This is an optimization exercise on Yosys and OpenROAD, whose aim is small area and a short achievable clock period, not a production implementation.
RTL that was checked went through simulation tests only; none was proved equivalent to the original.

the reference run:
==> flow/design.v <==
module spi_master_top (
    input                    clk_i          ,
    input                    rstn_i         ,
    input                    miso_i         ,
    output reg               sck_o          ,
    output                   mosi_o         ,
    output                   spi_oe_o       ,               
    output      [7:0]        ssn_o          ,
    input                    stb_i          ,
    input       [1:0]        addr_i         ,
    input                    we_i           ,
    input       [7:0]        data_i         ,
    output reg  [7:0]        data_o         ,
    output reg               ack_o          ,
    output reg               int_o
);
reg              rstn_sync         ;
reg              rstn_temp         ;
always @(posedge clk_i or negedge rstn_i) begin
    if (!rstn_i) begin
        rstn_sync <= 1'b0;
        rstn_temp <= 1'b0;
    end
    else begin
        rstn_temp <= 1'b1;
        rstn_sync <= rstn_temp;
    end
end
wire             srst   = ~rstn_sync ;              
wire             wb_wr      = stb_i & we_i ;
wire             wr_con     = wb_wr & (addr_i == 2'b00);
wire             wr_sta     = wb_wr & (addr_i == 2'b01);
wire             wr_ext     = wb_wr & (addr_i == 2'b11);
reg              con5_n    ;                        
wire             con5      = ~con5_n;
reg    [7:0]     con_r     ;                        
wire   [7:0]     spi_con   = {con_r[7:6], con5, con_r[4:0]};
always @(posedge clk_i or negedge rstn_sync) begin
    if (!rstn_sync)
        con5_n <= 1'b0;
    else if (wr_con)
        con5_n <= ~data_i[5];
end
always @(posedge clk_i) begin
    if (srst)
        con_r <= 8'h00;
    else if (wr_con)
        con_r <= data_i;
end
wire             spi_en     = spi_con[7];
wire             spi_int_en = spi_con[6];
wire             cpol       = spi_con[4];
wire             cpha       = spi_con[3];
wire   [2:0]     sck_sel    = spi_con[2:0];
wire             me         = spi_con[7] & con5;    
assign           spi_oe_o   = con5;
reg    [7:0]     spi_ext   ;
always @(posedge clk_i) begin
    if (srst)
        spi_ext <= 8'h08;
    else if (me && wr_ext)
        spi_ext <= data_i;
end
wire   [1:0]     intcnt_sel = spi_ext[7:6];
wire   [2:0]     sck_mode   = spi_ext[5:3];
wire   [2:0]     slave_sel  = spi_ext[2:0];
reg              wfifo_ren ;
reg              rfifo_wen ;
reg              db7       ;                        
reg    [6:0]     db_lo     ;                        
wire   [7:0]     data_buf  = {db7, db_lo};
wire             fclr       = srst | ~spi_en;
wire             wfifo_wen  = stb_i & (addr_i == 2'b10) & ack_o &  we_i;
wire             rfifo_ren  = stb_i & (addr_i == 2'b10) & ack_o & ~we_i;
reg    [7:0]     wmem [0:3];
reg    [2:0]     wwp, wrp;
always @(posedge clk_i) begin
    if (fclr) begin
        wwp <= 3'd0;
        wrp <= 3'd0;
    end
    else begin
        wwp <= wwp + {2'b00, wfifo_wen};
        wrp <= wrp + {2'b00, wfifo_ren};
    end
end
integer i;
wire   [7:0]     wdin = data_i & {8{rstn_sync}};
always @(posedge clk_i) begin
    for (i = 0; i < 4; i = i + 1)
        if (srst || (wfifo_wen && wwp[1:0] == i))
            wmem[i] <= wdin;
end
wire   [7:0]     wfifo_dout = wmem[wrp[1:0]];
wire             wfifo_emp  = (wwp == wrp);
wire             wfifo_ful  = (wwp[2] != wrp[2]) && (wwp[1:0] == wrp[1:0]);
reg    [7:0]     rmem [0:3];
reg    [2:0]     rwp, rrp;
always @(posedge clk_i) begin
    if (fclr) begin
        rwp <= 3'd0;
        rrp <= 3'd0;
    end
    else begin
        rwp <= rwp + {2'b00, rfifo_wen};
        rrp <= rrp + {2'b00, rfifo_ren};
    end
end
wire   [7:0]     rdin = data_buf & {8{rstn_sync}};
always @(posedge clk_i) begin
    for (i = 0; i < 4; i = i + 1)
        if (srst || (rfifo_wen && rwp[1:0] == i))
            rmem[i] <= rdin;
end
wire   [7:0]     rfifo_dout = rmem[rrp[1:0]];
wire             rfifo_emp  = (rwp == rrp);
wire             rfifo_ful  = (rwp[2] != rrp[2]) && (rwp[1:0] == rrp[1:0]);
reg    [1:0]     trans_cnt ;
reg              spi_int_f ;
reg              wr_col_f  ;
always @(posedge clk_i) begin
    if (srst)
        trans_cnt <= 2'd0;
    else if (me) begin
        if (wr_ext)
            trans_cnt <= intcnt_sel;
        else if (rfifo_wen)
            trans_cnt <= (|trans_cnt) ? trans_cnt - 2'd1 : intcnt_sel;
    end
end
always @(posedge clk_i) begin
    if (srst)
        spi_int_f <= 1'b0;
    else if (me)
        spi_int_f <= (wr_sta & data_i[7]) ? 1'b0 : (spi_int_f | (~|trans_cnt & rfifo_wen));
end
always @(posedge clk_i) begin
    if (srst)
        wr_col_f <= 1'b0;
    else if (me)
        wr_col_f <= (wr_sta & data_i[6]) ? 1'b0 : (wr_col_f | (wfifo_wen & wfifo_ful));
end
wire   [7:0]     spi_sta = {spi_int_f, wr_col_f, 2'b00, wfifo_ful, wfifo_emp, rfifo_ful, rfifo_emp};
always @(posedge clk_i or negedge rstn_sync) begin
    if (!rstn_sync)
        data_o <= 8'h00;
    else if (me) begin
        case (addr_i)
            2'b00 : data_o <= spi_con    ;
            2'b01 : data_o <= spi_sta    ;
            2'b10 : data_o <= rfifo_dout ;
            2'b11 : data_o <= spi_ext    ;
        endcase
    end
end
always @(posedge clk_i or negedge rstn_sync) begin
    if (!rstn_sync)
        ack_o <= 1'b0;
    else if (me)
        ack_o <= stb_i & ~ack_o;
end
always @(posedge clk_i or negedge rstn_sync) begin
    if (!rstn_sync)
        int_o <= 1'b0;
    else if (me)
        int_o <= spi_int_en & spi_int_f;
end
localparam [2:0] IDLE = 3'b000,
                 ST   = 3'b001,
                 P2   = 3'b011,
                 P1   = 3'b010,
                 CT   = 3'b110;
reg    [2:0]     state     ;
reg    [12:0]    clk_cnt   ;
reg    [12:0]    reload    ;
always @(*) begin
    case (sck_mode)
        3'b010 : case (sck_sel)
            3'd0 : reload = 13'd4;
            3'd1 : reload = 13'd9;
            3'd2 : reload = 13'd19;
            3'd3 : reload = 13'd79;
            3'd4 : reload = 13'd159;
            3'd5 : reload = 13'd319;
            3'd6 : reload = 13'd1279;
            default : reload = 13'd2559;
        endcase
        3'b100 : case (sck_sel)
            3'd0 : reload = 13'd4;
            3'd1 : reload = 13'd24;
            3'd2 : reload = 13'd49;
            3'd3 : reload = 13'd99;
            3'd4 : reload = 13'd249;
            3'd5 : reload = 13'd499;
            3'd6 : reload = 13'd2499;
            default : reload = 13'd4999;
        endcase
        default : case (sck_sel)
            3'd0 : reload = 13'h1;
            3'd1 : reload = 13'h3;
            3'd2 : reload = 13'h7;
            3'd3 : reload = 13'h1f;
            3'd4 : reload = 13'h7f;
            3'd5 : reload = 13'h1ff;
            3'd6 : reload = 13'h7ff;
            default : reload = 13'h1fff;
        endcase
    endcase
end
reg              trans_en  ;
wire             cnt_run  = !trans_en && state != IDLE;
always @(posedge clk_i) begin
    if (me) begin
        if (cnt_run) begin
            clk_cnt  <= clk_cnt - 13'd1;
            trans_en <= (clk_cnt == 13'd1);
        end
        else begin
            clk_cnt  <= reload;
            trans_en <= 1'b0;
        end
    end
end
reg    [2:0]     bit_cnt   ;
reg              ssn_n     ;                        
always @(posedge clk_i or negedge rstn_sync) begin
    if (!rstn_sync) begin
        sck_o       <= 1'b0;
        db7         <= 1'b0;
        ssn_n       <= 1'b0;
    end
    else if (me) begin
        case (state)
            IDLE: begin
                db7 <= wfifo_dout[7];
                sck_o       <= cpol;
                ssn_n       <= ~wfifo_emp;
            end
            ST: begin
                if (trans_en && cpha)
                    sck_o <= ~sck_o;
            end
            P2: begin
                if (trans_en)
                    sck_o <= ~sck_o;
            end
            P1: begin
                if (trans_en) begin
                    db7 <= db_lo[6];
                    if (bit_cnt != 3'd0)
                        sck_o <= ~sck_o;
                end
            end
            CT: begin
                if (wfifo_emp)
                    sck_o <= cpol;
                else begin
                    db7 <= wfifo_dout[7];
                    sck_o       <= ~sck_o;
                end
            end
            default: ;
        endcase
    end
end
always @(posedge clk_i) begin
    if (me) begin
        case (state)
            IDLE: begin
                bit_cnt       <= 3'd7;
                db_lo <= wfifo_dout[6:0];
            end
            P1: begin
                if (trans_en) begin
                    db_lo <= {db_lo[5:0], miso_i};
                    bit_cnt       <= bit_cnt - 3'd1;
                end
            end
            CT: begin
                if (!wfifo_emp) begin
                    bit_cnt       <= 3'd7;
                    db_lo <= wfifo_dout[6:0];
                end
            end
            default: ;
        endcase
    end
end
always @(posedge clk_i) begin
    if (srst) begin
        state     <= IDLE;
        wfifo_ren <= 1'b0;
        rfifo_wen <= 1'b0;
    end
    else if (me) begin
        wfifo_ren <= 1'b0;
        rfifo_wen <= 1'b0;
        case (state)
            IDLE: begin
                if (!wfifo_emp)
                    state <= ST;
            end
            ST: begin
                if (trans_en) begin
                    wfifo_ren <= 1'b1;
                    state     <= P2;
                end
            end
            P2: begin
                if (trans_en)
                    state <= P1;
            end
            P1: begin
                if (trans_en) begin
                    if (bit_cnt == 3'd0) begin
                        rfifo_wen <= 1'b1;
                        state     <= CT;
                    end
                    else
                        state <= P2;
                end
            end
            CT: begin
                if (wfifo_emp)
                    state <= IDLE;
                else begin
                    wfifo_ren <= 1'b1;
                    state     <= P2;
                end
            end
            default: state <= IDLE;
        endcase
    end
end
assign mosi_o = db7;
genvar g;
generate
    for (g = 0; g < 8; g = g + 1) begin : g_ssn
        assign ssn_o[g] = ~(ssn_n & (slave_sel == g));
    end
endgenerate
endmodule
export LEC_CHECK = 0
export CAP_MARGIN = 20
export CORE_MARGIN = 2
export CORE_UTILIZATION = 40
export SETUP_SLACK_MARGIN = 2.9
export SLEW_MARGIN = 20
create_clock -name core_clock -period 5.0 [get_ports {clk_i}]
standard.sh (not shown) runs the stock make flow with config.mk's settings and CLKGATE_MAP_FILE= SYNTH_SCRIPT=/design/flow/synth_recipe.tcl, a recipe that flattens the netlist after the stock synthesis.
==> flow/flow/run.sh <==
#!/bin/bash
# Standard layout with buf_2 port buffers and a lighter clock tree (no dummy loads,
# clkbuf_4/clkbuf_8 only, larger sink clusters).
set -euo pipefail
bash standard.sh \
  "BUFFER_PORTS_ARGS=-buffer_cell sky130_fd_sc_hd__buf_2" \
  "CTS_ARGS=-sink_clustering_enable -repair_clock_nets -dont_use_dummy_load -buf_list {sky130_fd_sc_hd__clkbuf_4 sky130_fd_sc_hd__clkbuf_8} -sink_clustering_size 20" \
  finish > flow_standard.log 2>&1
The following lists how the trial run was set up differently from the reference run:
-- flow/design.v --
<<< the reference run, line 32
wire             wr_sta     = wb_wr & (addr_i == 2'b01);
wire             wr_ext     = wb_wr & (addr_i == 2'b11);
reg              con5_n    ;                        
wire             con5      = ~con5_n;
reg    [7:0]     con_r     ;                        
wire   [7:0]     spi_con   = {con_r[7:6], con5, con_r[4:0]};
always @(posedge clk_i or negedge rstn_sync) begin
    if (!rstn_sync)
        con5_n <= 1'b0;
    else if (wr_con)
        con5_n <= ~data_i[5];
end
always @(posedge clk_i) begin
>>> the trial run, line 32
wire             wr_sta     = wb_wr & (addr_i == 2'b01);
wire             wr_ext     = wb_wr & (addr_i == 2'b11);
reg              con5      ;                        
reg    [7:0]     con_r     ;                        
wire   [7:0]     spi_con   = {con_r[7:6], con5, con_r[4:0]};
always @(posedge clk_i or negedge rstn_sync) begin
    if (!rstn_sync)
        con5 <= 1'b1;
    else if (wr_con)
        con5 <= data_i[5];
end
always @(posedge clk_i) begin
<<< the reference run, line 208
    endcase
end
reg              trans_en  ;
wire             cnt_run  = !trans_en && state != IDLE;
always @(posedge clk_i) begin
    if (me) begin
        if (cnt_run) begin
            clk_cnt  <= clk_cnt - 13'd1;
            trans_en <= (clk_cnt == 13'd1);
        end
        else begin
            clk_cnt  <= reload;
            trans_en <= 1'b0;
        end
    end
end
reg    [2:0]     bit_cnt   ;
reg              ssn_n     ;                        
always @(posedge clk_i or negedge rstn_sync) begin
    if (!rstn_sync) begin
        sck_o       <= 1'b0;
        db7         <= 1'b0;
        ssn_n       <= 1'b0;
    end
    else if (me) begin
>>> the trial run, line 207
    endcase
end
wire             trans_en = (clk_cnt == 13'd0);
always @(posedge clk_i) begin
    if (me) begin
        if (!trans_en && state != IDLE)
            clk_cnt <= clk_cnt - 13'd1;
        else
            clk_cnt <= reload;
    end
end
reg    [2:0]     bit_cnt   ;
reg              ssn       ;
always @(posedge clk_i or negedge rstn_sync) begin
    if (!rstn_sync) begin
        sck_o       <= 1'b0;
        db7         <= 1'b0;
        ssn         <= 1'b1;
    end
    else if (me) begin
<<< the reference run, line 235
                db7 <= wfifo_dout[7];
                sck_o       <= cpol;
                ssn_n       <= ~wfifo_emp;
            end
            ST: begin
>>> the trial run, line 229
                db7 <= wfifo_dout[7];
                sck_o       <= cpol;
                ssn         <= wfifo_emp;
            end
            ST: begin
<<< the reference run, line 337
generate
    for (g = 0; g < 8; g = g + 1) begin : g_ssn
        assign ssn_o[g] = ~(ssn_n & (slave_sel == g));
    end
endgenerate
>>> the trial run, line 331
generate
    for (g = 0; g < 8; g = g + 1) begin : g_ssn
        assign ssn_o[g] = ssn | (slave_sel != g);
    end
endgenerate
==> results.txt <==
- The final reports for the trial run and the reference run show worst setup slack lower in the former.
- Of the two values seen for timing startpoint of the critical path, spi_ext[1]$_SDFFE_PN0P_ was produced by the reference run and ssn$_DFFE_PN1P_ by the trial run.
- Share of the final layout cell area in sequential cells ends up higher on the trial run.
- | post-synthesis sequential element count | higher: the reference run |
- Comparing the trial run and the reference run, wire length per cell after detailed routing is higher on the trial run.
- When the final numbers for the trial run and the reference run were put side by side, the non-clock buffer count turned out to be greater in the reference run.
No functional check of the RTL was part of the trial run.

[port drivers added, routing unchanged]
How much do the figures lean on ideal ports? The routed layouts below were timed once more, with nothing changed but the port constraints. Step 1 assumes that a clkbuf_16 drives the clock port and a buf_2 every other input. Step 2 times the ports against the registers' clock, not the clock port: input delays grow and output delays shrink by t, the midpoint of the rising clock arrivals with the driver on. Three values: ideal ports, drivers, drivers and shift; two values: the first two.
run | shift t [ns] | setup slack, ns | worst data-port slew with drivers (ns) | pins driven straight from the clock port
the reference run | 0.463 | 2.763 / 2.728 / 2.471 | 0.04 | 1
the trial run | 0.475 | 2.724 / 2.685 / 2.525 | 0.06 | 1
After both steps every run listed still meets setup and hold. For the reference run, which loses most, drivers alone change the setup slack by -0.035 ns; drivers and shift together by -0.292 ns.
